From an optimization exercise on the open Yosys and OpenROAD flow, aimed at small area, a short achievable clock period and few clock cycles; shortcuts taken in it are not production practice. The RTL was checked by simulation tests, not by an equivalence proof against the original design. Power is estimated from default activity; no workload was simulated.

juniper:
Design Top, start of the top module:
module Top(
  input wire clock,
  input wire reset_n,
  input wire start,
  input wire [127:0] M1_ReadBus1,
  output wire [15:0] M1_ReadAddress1,
  input wire [35:0] M2_ReadBus1,
  input wire [19:0] M2_ReadBus2,
  output wire [15:0] M2_ReadAddress1,
  output wire [15:0] M2_ReadAddress2,
  output wire [127:0] M2_WriteBus,
  output wire [15:0] M2_WriteAddress,
  output wire M2_WriteEnable,
  input wire [127:0] M3_ReadBus1,
  output wire [15:0] M3_ReadAddress1,
  output wire [127:0] M3_WriteBus,
  output wire [15:0] M3_WriteAddress,
  output wire M3_WriteEnable,
  output wire [127:0] M4_WriteBus,
  output wire [15:0] M4_WriteAddress,
  output wire M4_WriteEnable
  );
Size: roughly 360 flip-flops, about 810 I/O pins, ~24,000 sq um of cells after synthesis.
clock: 8.0 ns
lec_check: 0
cap_margin: 20
core_margin: 2
core_utilization: 40
slew_margin: 20
run.sh (not shown) runs the stock make flow with config.mk's settings and CLKGATE_MAP_FILE= SYNTH_SCRIPT=/design/flow/synth_recipe.tcl, a recipe that flattens the netlist after the stock synthesis.
Testbench counts of juniper, summed over its fixed seeds: cycles 2,315,766.
> inputs changed (juniper -> yarrow)
--- a/flow/design.v
+++ b/flow/design.v
@@ -17,13 +17,13 @@
   output wire [15:0] M3_WriteAddress,
   output wire M3_WriteEnable,
   output wire [127:0] M4_WriteBus,
   output wire [15:0] M4_WriteAddress,
   output wire M4_WriteEnable
   );
-  localparam REPLAY = 1'b1;
+  localparam REPLAY = 1'b0;
   localparam [14:0] LASTW = 15'd19199;
   localparam [27:0] NPIX = 28'd307200;
   localparam [2:0] S_IDLE  = 3'd0,
                    S_CLR   = 3'd1,
                    S_HIST  = 3'd2,
                    S_DRAIN = 3'd3,
## What came out
The layout multi-input combinational cell count of juniper and that of yarrow are within noise of each other.
Of juniper and yarrow, the run reporting the higher clock period minus final worst setup slack was yarrow.
Compared with juniper, in yarrow area of the die now larger; wire length of the first global-routing pass now smaller; power now smaller; count of non-CTS buffers in the layout comparable; count of mapped cells out of synthesis now larger.
Between yarrow and juniper, the basic-gate share of the synthesized area counting and, or, nand and nor cells figures differ only marginally.
juniper was routed with fewer vias than yarrow.
Changes observed in yarrow relative to juniper: depth of the critical timing path with buffers and inverters included shows an increase of 1, post-route non-filler standard cell count went up, compound-cell area share of the yosys netlist up 0.66 points.
yarrow vs juniper, area after synthesis went up by 1.6%.
In the reports for juniper and yarrow, the smaller total track usage belongs to yarrow.
Both conditions hold for yarrow: the flow ran to the end and the final layout passed the timing, DRC and antenna checks.
Testbench counts of yarrow, summed over its fixed seeds: cycles 4,322,260.

========
v6:
Top, a different RTL version from the one above (not shown whole).
Size: about 250 flip-flops, ~19,000 um2 of cells after synthesis.
==> flow/config.mk <==
export PLATFORM = sky130hd
export DESIGN_NAME = Top
export DESIGN_NICKNAME = Top
export VERILOG_FILES = /design/flow/design.v
export SDC_FILE = /design/flow/constraint.sdc
export NUM_CORES = 4
export LEC_CHECK = 0
export ABC_AREA = 1
export CAP_MARGIN = 20
export CORE_AREA = 3 3 237 237
export CTS_BUF_LIST = sky130_fd_sc_hd__clkbuf_8 sky130_fd_sc_hd__clkbuf_16
export DIE_AREA = 0 0 240 240
export SETUP_SLACK_MARGIN = 5
export SLEW_MARGIN = 20
==> flow/constraint.sdc <==
create_clock -name core_clock -period 8.0 [get_ports {clock}]
set_input_delay 1.6000 -clock core_clock [delete_from_list [all_inputs] [get_ports {clock}]]
set_output_delay 1.6000 -clock core_clock [all_outputs]
set_load 0.01 [all_outputs]
standard.sh (not shown) runs the stock make flow with config.mk's settings and CLKGATE_MAP_FILE= SYNTH_SCRIPT=/design/flow/synth_recipe.tcl, a recipe that flattens the netlist after the stock synthesis.
==> flow/flow/run.sh <==
#!/bin/bash
set -euo pipefail
bash standard.sh 'BUFFER_PORTS_ARGS=-buffer_cell sky130_fd_sc_hd__buf_1' SETUP_SLACK_MARGIN=5.1 finish > make_finish.log 2>&1
Testbench counts of v6, summed over its fixed seeds: cycles 2,326,192.
Here is what was changed in the inputs of v7 compared with v6.
--- a/flow/design.v
+++ b/flow/design.v
@@ -14,19 +14,19 @@
   input wire [127:0] M3_ReadBus1,
   output wire [15:0] M3_ReadAddress1,
   output wire [127:0] M3_WriteBus,
   output wire [15:0] M3_WriteAddress,
   output wire M3_WriteEnable,
   output wire [127:0] M4_WriteBus,
   output wire [15:0] M4_WriteAddress,
   output wire M4_WriteEnable
   );
-  localparam REPLAY = 1'b1;
+  localparam REPLAY = 1'b0;
   localparam [14:0] LASTW = 15'd19199;
   localparam [27:0] NPIX = 28'd307200;
   reg s_clr, s_hist, s_drain, s_lut, s_out, s_wait, s_rep;
   wire idle = !(s_clr || s_hist || s_drain || s_lut || s_out || s_wait || s_rep);
   reg [14:0] w;         
   reg [2:0]  ph;        
   reg        dc;        
   reg o_cap, o_a2, o_b2, o_a3, o_b3, o_loop;
   reg hf;               
==> results.txt <==
Sort v6 and v7 by fraction of the cycle the final worst path needs asc -> top: v7. Against v6 as the reference, v7 delivers a higher mux share of post-synthesis cell area. Delta (v7 minus v6): time the final worst path needs with I/O delays and setup fell 0.019 ns, weighted congestion at the end of routability-driven global placement rose 0.044, mean number of vias per cell fell 0.12, cell area fell 2200 um2, met3 layer wire length in the routed design fell 7.8%. Compared to v6, v7 has portion of the post-synthesis area used by sequential elements 1.9 points higher. Worst hold-check slack was lower in the run labelled v6. The slew at the pin with the worst max-slew slack reported for v7 is smaller than that of v6 by 0.18 ns. Total sequential power (v7 / v6): 0.935. v7 ends up with lower count of non-CTS inverters in the layout than v6 does.
Testbench counts of v7, summed over its fixed seeds: cycles 4,343,112.

==> what the ideal ports hide <==
No port has a modelled driver above. Below, the same layouts with a new extraction and two added sets of constraints.
Step 1 sets driving cells, clkbuf_16 on the clock port and buf_2 on the other inputs (assumed; they add their load-dependent delay and slew).
Step 2 times the ports against the registers' clock, not the clock port: input delays grow and output delays shrink by t, the midpoint of the rising clock arrivals with the driver on.
a / b / c = no drivers / after step 1 / after step 2; a / b = the first two.
run | t (ns) | setup slack, ns | hold slack, ns | latest minus earliest clock arrival (ns) | worst data-port slew with drivers (ns)
juniper | 0.643 | 2.940 / 2.885 / 3.138 | 0.496 / 0.496 / 0.496 | 0.033 / 0.033 | 0.12
yarrow | 0.639 | 2.931 / 2.884 / 3.064 | 0.448 / 0.448 / 0.448 | 0.023 / 0.023 | 0.13
v6 | 0.660 | 5.103 / 5.041 / 4.614 | 0.407 / 0.407 / 0.407 | 0.027 / 0.026 | 0.18
v7 | 0.653 | 5.121 / 5.058 / 4.630 | 0.447 / 0.447 / 0.447 | 0.053 / 0.053 | 0.15
After both steps every run listed still meets setup and hold. For v7, which loses most, drivers alone change the setup slack by -0.063 ns; drivers and shift together by -0.491 ns.
